Source: an optimization exercise on an open RTL-to-GDS flow (aim: small area). Production flows keep margins and buffers that such runs may drop.
Only simulation tests tie the RTL to the original design; equivalence was not proved.
Power and IR drop assume default switching activity.

==> design.v <==
module SDRAM_init(
    input                   sysclk_100M     ,        
    input                   rst_n           ,
    output  reg     [ 3:0]  cmd_reg         ,
    output          [1:0]   sdram_ba        ,
    output  reg     [12:0]  sdram_addr      ,
    output                  init_end_flag
);
localparam              POWERUP_200us    =   20000  ;
localparam              CMD_CNT          =   11     ;
localparam              NOP         =   4'b0111 ;
localparam              PRECHARGE   =   4'b0010 ;
localparam              REFRESH     =   4'b0001 ;
localparam              MODEREG_SET =   4'b0000 ;
reg     [14:0]      powerup_cnt     ;
reg     [ 3:0]       cmd_cnt         ;
wire                powerup_done    ;
always @(posedge sysclk_100M or negedge rst_n) begin
    if (rst_n == 1'b0)
        powerup_cnt     <=  11'd0   ;
    else if (powerup_cnt == POWERUP_200us)
        powerup_cnt     <=  POWERUP_200us   ;
    else
        powerup_cnt     <= powerup_cnt + 15'd1;
end
assign  powerup_done = (powerup_cnt == POWERUP_200us) ? 1'b1 : 1'b0;
always @(posedge sysclk_100M or negedge rst_n) begin
    if (rst_n == 1'b0)
        cmd_cnt     <= 4'd0     ;
    else if (cmd_cnt == CMD_CNT)
        cmd_cnt     <= CMD_CNT  ;
    else if (powerup_done == 1'b1)
        cmd_cnt     <=  cmd_cnt + 4'd1;
    else
        cmd_cnt     <=  4'd0    ;
end
always @(posedge sysclk_100M or negedge rst_n) begin
    if (rst_n == 1'b0)
        cmd_reg    <=   NOP ;
    else
        case (cmd_cnt)
            0:  begin
                cmd_reg     <=  NOP                     ;
                sdram_addr  <=  13'b0_0100_0000_0000    ;
                end
            1:  begin
                cmd_reg     <=  PRECHARGE               ;
                sdram_addr  <=  13'b0_0100_0000_0000    ;
                end
            3:  begin
                cmd_reg     <=  REFRESH                 ;
                sdram_addr  <=  13'b0_0100_0000_0000    ;
                end
           10:  begin
                cmd_reg     <=  MODEREG_SET             ;
                sdram_addr  <=  13'b0_0000_0011_0010    ;
                end
            default:    begin
                        cmd_reg     <=  NOP                     ;
                        sdram_addr  <=  13'b0_0100_0000_0000    ;
                        end
        endcase
end
assign sdram_ba = 2'b00;
assign init_end_flag = (cmd_cnt == CMD_CNT) ? 1'b1 : 1'b0;
endmodule
module SDRAM_refresh (
    input                       sysclk_100M         ,         
    input                       rst_n               ,
    output          [ 3:0]      cmd_reg             ,
    input                       arbit_refresh_ack   ,
    output                      arbit_refresh_req   ,
    output                      refresh_end      
);
localparam          CNT_7800ns  =   780         ;
localparam          CNT_70ns    =   7           ;
localparam              NOP         =   4'b0111 ;
localparam              REFRESH     =   4'b0001 ;
reg     [12:0]      cnt_refresh                 ;
reg     [ 3:0]      cnt_cmd                     ;
wire                time2refresh                ;
always @(posedge sysclk_100M or negedge rst_n) begin
    if (rst_n == 1'b0)
        cnt_refresh <= 13'd0;
    else if (arbit_refresh_ack == 1'b1)
        cnt_refresh <= 13'd0;
    else if (cnt_refresh == CNT_7800ns)
        cnt_refresh <= cnt_refresh;
    else
        cnt_refresh <= cnt_refresh + 13'd1;
end
assign time2refresh         = (cnt_refresh == CNT_7800ns) ? 1'b1 : 1'b0;
assign arbit_refresh_req    = time2refresh & (~arbit_refresh_ack);
always @(posedge sysclk_100M or negedge rst_n) begin
    if (rst_n == 1'b0)
        cnt_cmd <= 4'd0;
    else if (arbit_refresh_req == 1'b1)
        cnt_cmd <= 4'd0;
    else if (cnt_cmd == CNT_70ns)
        cnt_cmd <= cnt_cmd;
    else
        cnt_cmd <= cnt_cmd + 4'd1;
end
assign cmd_reg = (cnt_cmd == 4'd1) ? REFRESH : NOP;
assign refresh_end = (cnt_cmd == 4'd7) ? 1'b1 : 1'b0;
endmodule
module SDRAM_write(
    input                       sysclk_100M     ,
    input                       rst_n           ,
    output  reg                 arbit_write_req ,
    input                       arbit_write_ack ,
    output  reg                 arbit_prech_end ,
    output  reg                 write_end       ,
    input                       refresh_req     ,
    output  reg     [ 3:0]      cmd_reg         ,
    output  reg     [12:0]      sdram_addr      ,
    output  reg     [ 1:0]      sdram_bank_addr ,
    input                       write_trig      ,
    output  reg                 data_vld        
);
localparam          S_IDLE      =   5'b0_0001   ;
localparam          S_REQ       =   5'b0_0010   ;
localparam          S_ACT       =   5'b0_0100   ;
localparam          S_WRITE     =   5'b0_1000   ;
localparam          S_PRECHG    =   5'b1_0000   ;
localparam          ACTIVE_CMD  =   4'b0011     ;
localparam          WRITE_CMD   =   4'b0100     ;
localparam          NOP         =   4'b0111     ;
localparam          PRECHARGE   =   4'b0010     ;
localparam          ACT_END     =   1           ;
localparam          BURST_END   =   3           ;
localparam          PRECH_END   =   1           ;
localparam          WRITE_TIMEs =   64          ;
reg     [ 4:0]      state       ;
reg                 act_cnt     ;
reg     [ 1:0]      burst_cnt   ;
reg     [19:0]      write_cnt   ;
reg                 prech_cnt   ;
wire                row_end     ;
reg     [12:0]      row_addr    ;
reg     [ 6:0]      col_addr_p  ;
always @(posedge sysclk_100M or negedge rst_n) begin
    if (rst_n == 1'b0)
        state   <=  S_IDLE  ;
    else case (state)
        S_IDLE:
                if (write_trig == 1'b1)
                    state   <=  S_REQ   ;
                else
                    state   <=  S_IDLE  ;
        S_REQ:
                if (arbit_write_ack == 1'b1)
                    state   <=  S_ACT   ;
                else
                    state   <=  S_REQ   ;
        S_ACT:
                if (act_cnt == ACT_END)
                    state   <=  S_WRITE ;
                else
                    state   <=  S_ACT   ;
        S_WRITE:
                if (burst_cnt == 2'd3 && (refresh_req == 1'b1 || write_end == 1'b1 || row_end == 1'b1)     )
                    state   <=  S_PRECHG;
                else
                    state   <=  S_WRITE ;
        S_PRECHG:
                if (prech_cnt == PRECH_END && write_end == 1'b1)
                    state   <=  S_IDLE  ;
                else if (prech_cnt == PRECH_END && refresh_req == 1'b1)
                    state   <=  S_REQ   ;
                else if (prech_cnt == PRECH_END)
                    state   <=  S_ACT   ;
        default:    state   <=  S_IDLE  ;
    endcase
end
assign row_end = ({col_addr_p, burst_cnt} == 9'b1_1111_1111) ? 1'b1 : 1'b0;
always @(posedge sysclk_100M or negedge rst_n) begin
    if (rst_n == 1'b0)
        arbit_write_req <= 1'b0 ;
    else if (state == S_REQ)
        arbit_write_req <= 1'b1 ;
    else
        arbit_write_req <= 1'b0 ;
end
always @(posedge sysclk_100M or negedge rst_n) begin
    if (rst_n == 1'b0)
        write_cnt   <=  8'd0    ;
    else if (burst_cnt == 2'd3 && write_cnt == WRITE_TIMEs-1)
        write_cnt   <=  8'd0    ;
    else if (burst_cnt == 2'd3)
        write_cnt   <= write_cnt + 8'd1 ;
end
always @(posedge sysclk_100M or negedge rst_n) begin
    if (rst_n == 1'b0)
        write_end   <=  1'b0    ;
    else if (burst_cnt == 2'd2 && write_cnt == WRITE_TIMEs-1)
        write_end   <=  1'b1    ;
    else if (state == S_ACT)
        write_end   <=  1'b0    ;
end
always @(posedge sysclk_100M or negedge rst_n) begin
    if (rst_n == 1'b0)
        act_cnt <=  1'd0;
    else if (state == S_ACT)
        act_cnt <=  1'b1;
    else
        act_cnt <=  1'b0;
end
always @(posedge sysclk_100M or negedge rst_n) begin
    if (rst_n == 1'b0)
        prech_cnt <=    1'b0;
    else if (state == S_PRECHG)
        prech_cnt <=    1'b1;
    else
        prech_cnt <=    1'b0;
end
always @(posedge sysclk_100M or negedge rst_n) begin
    if (rst_n == 1'b0)
        arbit_prech_end <=  1'b0 ;
    else if (prech_cnt == PRECH_END)
        arbit_prech_end <=  1'b1 ;
    else
        arbit_prech_end <=  1'b0 ;
end
always @(posedge sysclk_100M or negedge rst_n) begin
    if (rst_n == 1'b0)
        data_vld    <=  1'b0    ;
    else if (state == S_WRITE)
        data_vld    <=  1'b1    ;
    else
        data_vld    <=  1'b0    ;
end
always @(posedge sysclk_100M or negedge rst_n) begin
    if (rst_n == 1'b0)
        burst_cnt   <=  2'd0    ;
    else if (state == S_WRITE && burst_cnt == BURST_END)
        burst_cnt   <=  2'd0    ;
    else if (state == S_WRITE)
        burst_cnt   <=  burst_cnt + 2'd1    ;
    else
        burst_cnt   <=  2'd0    ;
end
always @(posedge sysclk_100M) begin
    case (state)
        S_ACT: 
                if (act_cnt == 1'd0) begin
                    cmd_reg         <=      ACTIVE_CMD        ;
                    sdram_addr      <=      row_addr          ;
                    end
                else begin
                    cmd_reg         <=      NOP               ;
                    sdram_addr      <=      row_addr          ;
                    end
        S_WRITE:
                if (burst_cnt == 2'd0) begin
                    cmd_reg         <=      WRITE_CMD         ;
                    sdram_addr      <=      {4'b0000,col_addr_p, burst_cnt}    ;
                    end
                else begin
                    cmd_reg         <=      NOP               ;
                    sdram_addr      <=      {4'b0000,col_addr_p, burst_cnt}    ;
                    end
        S_PRECHG:
                if (prech_cnt == 1'd0) begin
                    cmd_reg         <=      PRECHARGE         ;
                    sdram_addr      <=      {4'b0000,col_addr_p, burst_cnt}    ;
                    end
                else begin
                    cmd_reg         <=      NOP               ;
                    sdram_addr      <=      {4'b0000,col_addr_p, burst_cnt}    ;
                    end
        default: 
                    begin
                    cmd_reg         <=      NOP               ;
                    sdram_addr      <=      {4'b0000,col_addr_p, burst_cnt}    ;
                    end
    endcase
end
always @(posedge sysclk_100M or negedge rst_n) begin
    if (rst_n == 1'b0)
        col_addr_p <= 7'd0;
    else if (row_addr == (938-1) && col_addr_p == ((256>>2)-1) && burst_cnt == BURST_END)
        col_addr_p <= 7'd0;
    else if (state == S_WRITE && burst_cnt == BURST_END) 
        col_addr_p <= col_addr_p + 7'd1;
    else
        col_addr_p  <=  col_addr_p  ;
end
always @(posedge sysclk_100M or negedge rst_n) begin
    if (rst_n == 1'b0)
        row_addr    <=  13'd0;
    else if (row_addr == (938-1) && col_addr_p == ((256>>2)-1) && burst_cnt == BURST_END)
        row_addr    <=  13'd0   ;
    else if (state == S_WRITE && {col_addr_p, burst_cnt} == 9'b1_1111_1111)
        row_addr    <=  row_addr + 13'd1;
    else
        row_addr    <=  row_addr    ;
end
always @(posedge sysclk_100M or negedge rst_n) begin
    if (rst_n == 1'b0)
        sdram_bank_addr   <=  2'd0    ;
    else if (row_addr == (938-1) && col_addr_p == ((256>>2)-1) && burst_cnt == BURST_END)
            sdram_bank_addr   <=  sdram_bank_addr + 2'b10   ;
    else
        sdram_bank_addr   <=  sdram_bank_addr   ;
end
endmodule
module SDRAM_read(
    input                       sysclk_100M     ,
    input                       rst_n           ,
    output  reg     [ 3:0]      cmd_reg         ,
    output  reg     [12:0]      sdram_addr      ,
    output  reg     [ 1:0]      sdram_bank_addr ,
    input                       refresh_req     ,
    output  reg                 arbit_read_req  ,
    input                       arbit_read_ack  ,
    output  reg                 arbit_read_end  ,
    output  reg                 arbit_prech_end ,
        input       [ 1:0]      write_bank_addr ,
    input                       read_trig       ,
    output  reg                 data_vld        
);
localparam                      BURST_TIMES =   64  ;   
localparam                      ACT_END     =   1   ;
localparam                      READ_END    =   7   ;
localparam                      PRECH_END   =   1   ;
localparam                      READ_CMD    =   4'b0101 ;
localparam                      ACTIVE_CMD  =   4'b0011     ;
localparam                      NOP         =   4'b0111     ;
localparam                      PRECH_CMD   =   4'b0010     ;
localparam                      S_IDLE      =   5'b0_0001   ;
localparam                      S_REQ       =   5'b0_0010   ;
localparam                      S_ACT       =   5'b0_0100   ;
localparam                      S_READ      =   5'b0_1000   ;
localparam                      S_PRECH     =   5'b1_0000   ;
reg                             act_cnt     ;
reg                             prech_cnt   ;
reg                 [ 2:0]      read_cnt    ;
reg                 [19:0]      burst_cnt   ;
reg                 [ 4:0]      state       ;
reg                             row_end     ;
reg                 [12:0]      row_addr    ;
reg                 [ 8:0]      col_addr    ;
always @(posedge sysclk_100M or negedge rst_n) begin
    if (rst_n == 1'b0)
        state   <= S_IDLE   ;
    else 
    case (state)
        S_IDLE: begin
                if (read_trig == 1'b1)
                    state   <=  S_REQ   ;
                else 
                    state   <=  S_IDLE  ;
                end
        S_REQ:  begin
                if (arbit_read_ack == 1'b1)
                    state   <=  S_ACT   ;
                else
                    state   <=  S_REQ   ;
                end
        S_ACT:  begin
                if (act_cnt == ACT_END)
                    state   <=  S_READ  ;
                else 
                    state   <=  S_ACT   ;
                end
        S_READ: begin
                if (read_cnt == READ_END && (arbit_read_end == 1'b1 || refresh_req == 1'b1 || row_end == 1'b1) )
                    state   <=  S_PRECH ;
                else
                    state   <=  S_READ  ;
                end
        S_PRECH:begin
                if (prech_cnt == PRECH_END && arbit_read_end == 1'b1)
                    state   <=  S_IDLE  ;
                else if (prech_cnt == PRECH_END && refresh_req == 1'b1)
                    state   <=  S_REQ   ;
                else if (prech_cnt == PRECH_END)
                    state   <=  S_ACT   ;
                else 
                    state   <=  S_PRECH ;
                end
        default:    state   <=  S_IDLE  ;
    endcase
end
always @(posedge sysclk_100M) begin
    case (state)
        S_ACT:  begin
                if (act_cnt == 1'b0)
                    cmd_reg <=  ACTIVE_CMD  ;
                else
                    cmd_reg <=  NOP         ;
                end
        S_READ: begin
                if (read_cnt == 3'd0)
                    cmd_reg <=  READ_CMD    ;
                else
                    cmd_reg <=  NOP         ;
                end
        S_PRECH:begin
                if (prech_cnt == 1'b0)
                    cmd_reg <=  PRECH_CMD   ;
                else
                    cmd_reg <=  NOP         ;
                end
        default: cmd_reg    <=  NOP         ;
    endcase
end
always @(posedge sysclk_100M) begin
    case (state)
        S_REQ:      arbit_read_req  <=  1'b1    ;
        default:    arbit_read_req  <=  1'b0    ;
    endcase
end
always @(posedge sysclk_100M) begin
    case (state)
        S_ACT:      sdram_addr   <=  row_addr   ;
        S_READ:     sdram_addr   <=  {4'b0000, col_addr}    ;
        default:    sdram_addr   <=  13'b0_0100_0000_0000   ;
    endcase
end
always @(posedge sysclk_100M or negedge rst_n) begin
    if (rst_n == 1'b0)
        col_addr    <=  9'd0    ;
    else if (row_addr == (938-1) && col_addr == (256-1-2'b11) && read_cnt == READ_END)
        col_addr    <=  9'd0    ;
    else if (read_cnt == 3'd7)
        col_addr    <=  col_addr + 9'd4 ;
end
always @(posedge sysclk_100M or negedge rst_n) begin
    if (rst_n == 1'b0)
        sdram_bank_addr <=  2'd0    ;
    else if (row_addr == (938-1) && col_addr == (256-1-2'b11) && read_cnt == READ_END) begin
            sdram_bank_addr <=  write_bank_addr + 2'b10     ;
    end
end
always @(posedge sysclk_100M or negedge rst_n) begin
    if (rst_n == 1'b0)
        row_addr <=  13'd0   ;
    else if (row_addr == (938-1) && col_addr == (256-1-2'b11) && read_cnt == READ_END)
        row_addr <=  13'd0   ;
    else if (state == S_READ && col_addr == 9'b1_1111_1100 && read_cnt == READ_END)
        row_addr <= row_addr + 13'd1;
end
always @(posedge sysclk_100M or negedge rst_n) begin
    if (rst_n == 1'b0)
        row_end     <=  1'b0   ;
    else if (col_addr == 9'b1_1111_1100)
        row_end     <=  1'b1   ;
    else if (state == S_ACT)
        row_end     <=  1'b0   ;
end
always @(posedge sysclk_100M or negedge rst_n) begin
    if (rst_n == 1'b0)
        act_cnt     <=  1'b0;
    else if (state == S_ACT && act_cnt == ACT_END)
        act_cnt     <=  act_cnt ;
    else if (state == S_ACT)
        act_cnt     <=  act_cnt + 1'b1;
    else
        act_cnt     <=  1'b0;
end
always @(posedge sysclk_100M or negedge rst_n) begin
    if (rst_n == 1'b0)
        read_cnt    <=  3'd0    ;
    else if (state == S_READ && read_cnt == READ_END)
        read_cnt    <=  3'd0;
    else if (state == S_READ)
        read_cnt    <=  read_cnt + 3'd1 ;
    else
        read_cnt    <=  3'd0    ;
end
always @(posedge sysclk_100M or negedge rst_n) begin
    if (rst_n == 1'b0)
        prech_cnt     <=  1'b0;
    else if (state == S_PRECH && prech_cnt == PRECH_END)
        prech_cnt     <=  prech_cnt ;
    else if (state == S_PRECH)
        prech_cnt     <=  prech_cnt + 1'b1;
    else
        prech_cnt     <=  1'b0;
end
always @(posedge sysclk_100M or negedge rst_n) begin
    if (rst_n == 1'b0)
        arbit_prech_end <=  1'b0 ;
    else if (prech_cnt == PRECH_END)
        arbit_prech_end <=  1'b1 ;
    else
        arbit_prech_end <=  1'b0 ;
end
always @(posedge sysclk_100M) begin
    if (read_cnt >= 3'd4 && read_cnt <= 3'd7)
        data_vld    <=  1'b1    ;
    else
        data_vld    <=  1'b0    ;
end
always @(posedge sysclk_100M or negedge rst_n) begin
    if (rst_n == 1'b0)
        burst_cnt   <=  4'd0    ;
    else if (burst_cnt == BURST_TIMES)
        burst_cnt   <=  4'd0    ;
    else if (state == S_READ && read_cnt == 3'd5)
        burst_cnt   <=  burst_cnt + 4'd1    ;
end
always @(posedge sysclk_100M or negedge rst_n) begin
    if (rst_n == 1'b0)
        arbit_read_end    <=  1'b1    ;
    else if (read_cnt == 3'd6 && burst_cnt == BURST_TIMES)
        arbit_read_end    <=  1'b1    ;
    else if (state == S_ACT)
        arbit_read_end    <=  1'b0    ;
end
endmodule
module SDRAM_arbit(
    input                   sysclk_100M         ,
    input                   rst_n               ,
    output                  CKE                 ,
    output  reg             cs_n                ,
    output  reg             ras_n               ,
    output  reg             cas_n               ,
    output  reg             we_n                ,
    output  reg     [12:0]  addr                ,
    output  reg     [ 1:0]  ba                  ,
    output          [ 1:0]  dqm                 ,
    output                  dq_oe               ,   
    input                   write_trig          ,   
    output                  write_data_vld      ,   
    input                   read_trig           ,
    output                  read_data_vld       ,   
    output                  write_end           
);
localparam              NOP     =   4'b0111     ;
localparam              S_INIT  =   5'b0_0001   ;
localparam              S_ARBIT =   5'b0_0010   ;
localparam              S_REF   =   5'b0_0100   ;
localparam              S_WRITE =   5'b0_1000   ;
localparam              S_READ  =   5'b1_0000   ;
reg         [ 4:0]      state                   ;
wire                    init_end_flag           ;
wire        [ 3:0]      cmd_init                ;
wire        [12:0]      sdram_addr_init         ;
wire        [ 1:0]      bank_addr_init          ;
wire                    arbit_refresh_req       ;
wire                    arbit_refresh_end       ;
reg                     arbit_refresh_ack       ;
wire        [ 3:0]      cmd_refresh             ;
wire        [12:0]      sdram_addr_refresh      ;
wire        [ 1:0]      bank_addr_refresh       ;
wire                    arbit_write_req         ;
wire                    write_prech_end         ;
reg                     arbit_write_ack         ;
wire        [ 3:0]      cmd_write               ;
wire        [12:0]      sdram_addr_write        ;
wire        [ 1:0]      bank_addr_write         ;
wire                    arbit_read_req          ;
wire                    read_prech_end          ;
reg                     arbit_read_ack          ;
wire                    read_end                ;
wire        [ 3:0]      cmd_read                ;
wire        [12:0]      sdram_addr_read         ;
wire        [ 1:0]      bank_addr_read          ;
reg                     write_read_flag         ;
assign dqm  = 2'b00         ;
assign CKE  = 1'b1          ;
assign dq_oe = (state == S_WRITE) ? 1'b1 : 1'b0   ;
always @(posedge sysclk_100M or negedge rst_n) begin
    if (rst_n == 1'b0)
        state <=    S_INIT  ;
    else
    case (state)
        S_INIT: 
                begin
                    if (init_end_flag == 1'b1)
                        state   <=  S_ARBIT ;
                    else
                        state   <=  S_INIT  ;
                end
        S_ARBIT:
                begin
                    if (arbit_refresh_req == 1'b1)
                        state   <=  S_REF    ;
                    else if (arbit_write_req == 1'b1 && arbit_read_req == 1'b1 && 
                            write_end == 1'b1 && read_end == 1'b1 && write_read_flag == 1'b0)
                        state   <=  S_WRITE ;
                    else if (arbit_write_req == 1'b1 && arbit_read_req == 1'b1 && 
                            write_end == 1'b1 && read_end == 1'b1 && write_read_flag == 1'b1)
                        state   <=  S_READ  ;
                    else if (arbit_write_req == 1'b1 && read_end == 1'b1)
                        state   <= S_WRITE  ;
                    else if (arbit_read_req == 1'b1 && write_end == 1'b1)
                        state   <=  S_READ  ;
                    else 
                        state   <=  S_ARBIT  ;
                end
        S_REF:
                begin
                    if (arbit_refresh_end == 1'b1)
                        state   <=  S_ARBIT ;
                    else
                        state   <=  S_REF   ;
                end
        S_WRITE:
                begin
                    if (write_prech_end == 1'b1 && (arbit_refresh_req == 1'b1 || write_end == 1'b1)) 
                        state   <=  S_ARBIT ;
                    else
                        state   <=  S_WRITE ;
                end
        S_READ:
                begin
                    if (read_prech_end == 1'b1 && (arbit_refresh_req == 1'b1 || read_end == 1'b1))
                        state   <=  S_ARBIT ;
                    else
                        state   <=  S_READ  ;
                end
        default:        state   <=  S_INIT  ;
    endcase
end
always @(posedge sysclk_100M) begin
    case (state)
        S_INIT: 
                begin
                    {cs_n, ras_n, cas_n, we_n}  <=  cmd_init            ;
                    addr                        <=  sdram_addr_init     ;
                    ba                          <=  bank_addr_init      ;
                    write_read_flag             <=  1'b0                ;
                    arbit_refresh_ack           <=  1'b0                ;
                    arbit_write_ack             <=  1'b0                ;
                    arbit_read_ack              <=  1'b0                ;
                end
        S_ARBIT: 
                begin
                    {cs_n, ras_n, cas_n, we_n}  <=  NOP                 ;
                    addr                        <=  addr                ;
                    ba                          <=  ba                  ;
                    write_read_flag             <=  write_read_flag     ;
                    if (arbit_refresh_req == 1'b1) begin
                        arbit_refresh_ack           <=  1'b1                ;
                        arbit_write_ack             <=  1'b0                ;
                        arbit_read_ack              <=  1'b0                ;
                    end
                    else if (arbit_write_req == 1'b1 && arbit_read_req == 1'b1 && 
                            write_end == 1'b1 && read_end == 1'b1 && write_read_flag == 1'b0) begin 
                        arbit_refresh_ack           <=  1'b0                ;
                        arbit_write_ack             <=  1'b1                ;
                        arbit_read_ack              <=  1'b0                ;
                    end
                    else if (arbit_write_req == 1'b1 && arbit_read_req == 1'b1 && 
                            write_end == 1'b1 && read_end == 1'b1 && write_read_flag == 1'b1) begin 
                        arbit_refresh_ack           <=  1'b0                ;
                        arbit_write_ack             <=  1'b0                ;
                        arbit_read_ack              <=  1'b1                ;
                    end
                    else if (arbit_write_req == 1'b1 && read_end == 1'b1) begin 
                        arbit_refresh_ack           <=  1'b0                ;
                        arbit_write_ack             <=  1'b1                ;
                        arbit_read_ack              <=  1'b0                ;
                    end
                    else if (arbit_read_req == 1'b1 && write_end == 1'b1) begin 
                        arbit_refresh_ack           <=  1'b0                ;
                        arbit_write_ack             <=  1'b0                ;
                        arbit_read_ack              <=  1'b1                ;
                    end
                    else begin
                        arbit_refresh_ack           <=  1'b0                ;
                        arbit_write_ack             <=  1'b0                ;
                        arbit_read_ack              <=  1'b0                ;
                    end
                end
        S_REF: 
                begin
                    {cs_n, ras_n, cas_n, we_n}  <=  cmd_refresh         ;
                    addr                        <=  sdram_addr_refresh  ;
                    ba                          <=  bank_addr_refresh   ;
                    write_read_flag             <=  write_read_flag     ;
                    arbit_refresh_ack           <=  1'b0                ;
                    arbit_write_ack             <=  1'b0                ;
                    arbit_read_ack              <=  1'b0                ;
                end
        S_WRITE: 
                begin
                    {cs_n, ras_n, cas_n, we_n}  <=  cmd_write           ;
                    addr                        <=  sdram_addr_write    ;
                    ba                          <=  bank_addr_write     ;
                    write_read_flag             <=  1'b1                ;
                    arbit_refresh_ack           <=  1'b0                ;
                    arbit_write_ack             <=  1'b0                ;
                    arbit_read_ack              <=  1'b0                ;
                end
        S_READ: 
                begin
                    {cs_n, ras_n, cas_n, we_n}  <=  cmd_read            ;
                    addr                        <=  sdram_addr_read     ;
                    ba                          <=  bank_addr_read      ;
                    write_read_flag             <=  1'b0                ;
                    arbit_refresh_ack           <=  1'b0                ;
                    arbit_write_ack             <=  1'b0                ;
                    arbit_read_ack              <=  1'b0                ;
                end
        default: 
                begin
                    {cs_n, ras_n, cas_n, we_n}  <=  NOP                 ;
                    addr                        <=  addr                ;
                    ba                          <=  ba                  ;
                    write_read_flag             <=  write_read_flag     ;
                    arbit_refresh_ack           <=  1'b0                ;
                    arbit_write_ack             <=  1'b0                ;
                    arbit_read_ack              <=  1'b0                ;
                end
    endcase
end
SDRAM_init SDRAM_init_inst(
    .sysclk_100M                (   sysclk_100M                 )   ,        
    .rst_n                      (   rst_n                       )   ,
    .cmd_reg                    (   cmd_init                    )   ,
    .sdram_ba                   (   bank_addr_init              )   ,
    .sdram_addr                 (   sdram_addr_init             )   ,
    .init_end_flag              (   init_end_flag               )
);
SDRAM_refresh SDRAM_refresh_inst(
    .sysclk_100M                (   sysclk_100M                 )   ,         
    .rst_n                      (   rst_n                       )   ,
    .cmd_reg                    (   cmd_refresh                 )   ,
    .arbit_refresh_ack          (   arbit_refresh_ack           )   ,
    .arbit_refresh_req          (   arbit_refresh_req           )   ,
    .refresh_end                (   arbit_refresh_end           )
);
assign  sdram_addr_refresh = 13'd0  ;
assign  bank_addr_refresh  = 2'd0   ;
SDRAM_write SDRAM_write_inst(
    .sysclk_100M                (   sysclk_100M                 )   ,
    .rst_n                      (   rst_n                       )   ,
    .arbit_write_req            (   arbit_write_req             )   ,
    .arbit_write_ack            (   arbit_write_ack             )   ,
    .arbit_prech_end            (   write_prech_end             )   ,
    .write_end                  (   write_end                   )   ,
    .refresh_req                (   arbit_refresh_req           )   ,
    .cmd_reg                    (   cmd_write                   )   ,
    .sdram_addr                 (   sdram_addr_write            )   ,
    .sdram_bank_addr            (   bank_addr_write             )   ,
    .write_trig                 (   write_trig                  )   ,
    .data_vld                   (   write_data_vld              )   
);
SDRAM_read SDRAM_read_inst(
    .sysclk_100M                (   sysclk_100M                 )   ,
    .rst_n                      (   rst_n                       )   ,
    .cmd_reg                    (   cmd_read                    )   ,
    .sdram_addr                 (   sdram_addr_read             )   ,
    .sdram_bank_addr            (   bank_addr_read              )   ,
    .refresh_req                (   arbit_refresh_req           )   ,
    .arbit_read_req             (   arbit_read_req              )   ,
    .arbit_read_ack             (   arbit_read_ack              )   ,
    .arbit_read_end             (   read_end                    )   ,
    .arbit_prech_end            (   read_prech_end              )   ,
        .write_bank_addr        (   bank_addr_write             )   ,
    .read_trig                  (   read_trig                   )   ,
    .data_vld                   (   read_data_vld               )   
);
endmodule
==> run.sh <==
#!/bin/bash
# synth_recipe.tcl (not shown) runs the flow's synth.tcl, then flattens the netlist and writes it again
# the make line also repeats each setting of config.mk as NAME=value (left out here)
make -C /OpenROAD-flow-scripts/flow DESIGN_CONFIG=/design/flow/config.mk WORK_HOME=/design/flow/orfs CLKGATE_MAP_FILE= SYNTH_SCRIPT=/design/flow/synth_recipe.tcl finish
==> config.mk <==
export PLATFORM = sky130hd
export DESIGN_NAME = SDRAM_arbit
export DESIGN_NICKNAME = SDRAM_arbit
export VERILOG_FILES = /design/flow/design.v
export SDC_FILE = /design/flow/constraint.sdc
export NUM_CORES = 4
export LEC_CHECK = 0
export CAP_MARGIN = 20
export CORE_MARGIN = 2
export CORE_UTILIZATION = 40
export SLEW_MARGIN = 20
==> constraint.sdc <==
create_clock -name core_clock -period 10.0 [get_ports {sysclk_100M}]
set_input_delay 2.0000 -clock core_clock [delete_from_list [all_inputs] [get_ports {sysclk_100M}]]
set_output_delay 2.0000 -clock core_clock [all_outputs]
set_load 0.01 [all_outputs]
==> impl_metrics.json <==
{
  "dp.cells": 1184,
  "initial_core_util_pct": 40.9,
  "fin_crit_sh_pct": 42.5,
  "ant_nets": 0,
  "synth_area_sq_um": 9300,
  "crit_top_cell": "nor2_1",
  "final_common_cell": "dfrtp_1",
  "finalHoldViolations": 0,
  "cellLeakagePower_nw": 4.60,
  "crit_type": "flop to output pin",
  "cts_made_buffers": 23,
  "hold_buffers": 0,
  "place_congestion": 0.782,
  "syn-instance-count": 888,
  "status": "finished clean",
  "die_area_sq_um": 24500,
  "antenna_cells": 0,
  "avgSynthCellArea_sq_um": 10.5,
  "crit_fanout": 22,
  "area.growth.synth_to_final_pct": 14.4,
  "cts.path.max_buffers": 3,
  "vias_per_cell": 5.14,
  "synth-main-ff-cell": "dfrtp_1",
  "postCtsSetupBuffers": 0,
  "reg.largest.list": "SDRAM_read_inst.burst_cnt: 20 flops, SDRAM_write_inst.write_cnt: 20 flops, SDRAM_init_inst.powerup_cnt: 15 flops",
  "crit_path_max_incr_delay_ns": 0.59,
  "cts.clk_slew.worst_paths_ns": 0.06,
  "cp_cell_sequence": "nor2_1, nand3b_1, nor2_1, buf_4, clkdlybuf4s50_1",
  "rrSetupSlack_ns": 7.30,
  "setup_violations": 0,
  "relSlewSlack_pct": 41.7,
  "finalWirelength_um": 18300,
  "ys_async_sr_fraction_pct": 72.7,
  "setup_ws_ns": 5.75,
  "fin_nets": 957,
  "stdcell_count": 1226,
  "drc_errors": 0,
  "setup_tns_ns": 0,
  "finalClockSkew_ns": 0.0150,
  "pre_cts_slack_ns": 6.09,
  "die_h_um": 156,
  "n_fill_cell": 2122,
  "insertion_delay_ns": 0.51,
  "drtIter0Drc": 375,
  "synth-edff-count": 17,
  "first_pass_iters": 5,
  "powerDensity_nw_per_um2": 162,
  "core_area_sq_um": 22700,
  "htreeDepth": 1,
  "vdd_ir_drop_max_mv": 0.130,
  "dieWidth_um": 156,
  "end_kind": "output pin",
  "critPathSlowestCell": "clkdlybuf4s50_1",
  "cp_top_family": "buffers and inverters",
  "hold_class": "flop to flop",
  "worstSetupStartpointType": "flop",
  "portBuffers": 24,
  "cts_resized": 0,
  "grtUsageTotal_pct": 15.8,
  "rows": 55,
  "grt-ovfl-total": 0,
  "required_ns": 8.00,
  "via_count": 6299,
  "cts_tree": "done",
  "wire_per_inst_um": 14.9,
  "final_cell_mix": "145 x dfrtp_1, 100 x nand2_1, 85 x nor2_1",
  "place.detailed.hpwl_um": 12300,
  "arrival_ns": 2.25,
  "tightestPinTransition_ns": 0.875,
  "ys_ff_latch": 209,
  "synth.distinct_cells": 63,
  "max_freq_mhz": 235,
  "seq_area_frac_synth_pct": 55.1,
  "cts.sinks": 209,
  "min_period_ns": 4.25,
  "grt_max_degree": 111,
  "io_pins": 30,
  "drv_slew": 0,
  "hold_ws_ns": 0.396,
  "crit_buf_inv": 2,
  "grt_pass1_vias": 6195,
  "clockRootBuffer": "clkbuf_16",
  "grt_pass1_wl_um": 31800,
  "grt_setup_unrepaired": "no",
  "yosysWarnings": 5,
  "cap_violations": 0,
  "antenna_found_initial": 0,
  "drive_above_1_share_pct": 7.76
}
cell usage after synthesis (all sizes together), types with 4 or more instances:
cell,count,area (sq um)
dfrtp,145,3630
nand2,100,375
nor2,85,319
xnor2,49,429
nand3,43,215
dfxtp,40,801
nand4,34,219
xor2,34,298
inv,31,116
ha,29,363
o21ai,28,140
a21oi,23,115
nor3,23,120
a22o,17,149
edfxtp,17,510
clkbuf,16,60.1
nor4,15,115
and2,14,87.6
and3,13,81.3
nand2b,13,81.3
or3,10,62.6
dfstp,7,184
nand3b,7,52.6
nor4b,7,61.3
o22ai,7,43.8
or4,7,52.6
buf,6,41.3
nor3b,6,45.0
mux2,5,56.3
mux2i,5,50.1
a221o,4,40.0
and4,4,35.0
o31ai,4,30.0
final timing paths:
| check | from | endpoint | cells after the start |
|---|---|---|---|
| worst max-delay path | state[4] | dq_oe | 5 |
| worst min-delay path | SDRAM_read_inst.prech_cnt | SDRAM_read_inst.arbit_prech_end | 0 |
| worst max register to register | SDRAM_write_inst.burst_cnt[0] | SDRAM_write_inst.row_addr[6] | 6 |
| worst min register to register | SDRAM_read_inst.prech_cnt | SDRAM_read_inst.arbit_prech_end | 0 |
| max in group asynchronous | rst_n | state[3] | 2 |
| min in group asynchronous | rst_n | SDRAM_write_inst.write_cnt[19] | 1 |
power by group:
group | total [mW] | leakage [nW] | internal [mW] | switching [mW]
combinational | 0.0314 | 1.66 | 0.00920 | 0.0222
sequential | 0.865 | 2.57 | 0.859 | 0.00570
clock | 0.830 | 0.377 | 0.500 | 0.330
total | 1.73 | 4.60 | 1.37 | 0.358
final cells by class:
class / count / area (sq um) / area share [%]
Clock inverter: 9 / 75.1 / 0.706
Inverter: 31 / 116 / 1.09
Multi-Input combinational cell: 629 / 3990 / 37.5
Sequential cell: 209 / 5120 / 48.2
Tap cell: 285 / 357 / 3.35
Clock buffer: 33 / 683 / 6.43
Timing Repair Buffer: 30 / 293 / 2.75
metal layers:
metal  vias to the layer above  global-route usage, %  part of all wire (%)  wire [um]
met4                         0                   3.01                   1.7        310
met3                        26                   2.60                   3.7        679
met2                        95                   23.7                    44       8050
met5                         -                      0                     0          0
li1                       3183                      -                     -          -
met1                      2995                   24.1                    51       9280
worst reg2reg max path, cell delays in order (launching register included):
cell and delay, ns:
dfrtp_1 0.39, ha_1 0.31, or4b_4 0.52, nor4_4 0.49, and3_1 0.33, and4_1 0.22, mux2_2 0.32
stage by stage:
step                      power (mW)  util (%)  area, sq um
after floorplan                0.896         -         9310
after global placement         0.913      43.4         9860
after detailed placement       0.913      43.5         9870
after CTS                       1.75      46.8        10600
after global routing            1.79      46.8        10600
final                           1.73      46.8        10600
logic make-up after synthesis:
group                      Yosys count  share of synthesized area, %
muxes                               10                          1.14
adders and majority gates           29                          3.90
DFF                                209                          55.1
other                                2                        0.0808
and+or+nand+nor                    394                          21.9
buffers and inverters               53                          2.34
xor gates and xnor gates            83                          7.82
AOI/OAI and AO/OA                  108                          7.72

## re-timing with driven ports
Ports are ideal in the flow. The routed layout listed here was re-timed in OpenROAD. Step 1 sets driving cells, clkbuf_16 on the clock port and buf_2 on the other inputs (assumed; they add their load-dependent delay and slew). Step 2 also shifts input and output timing later by t, the mid clock arrival at the registers, as if the neighbouring blocks saw the same clock. Three values: no drivers, after step 1, after step 2; two values: the first two.
t (ns): 0.542
setup WS [ns]: 5.747 / 5.704 / 6.235
worst setup path after step 2: input to register
clock arrival spread, ns: 0.016 / 0.016
worst data-port slew with drivers (ns): 0.04
After both steps setup and hold are still met in this run. The setup slack of this run moves by -0.043 ns with the drivers and by +0.488 ns with both steps.
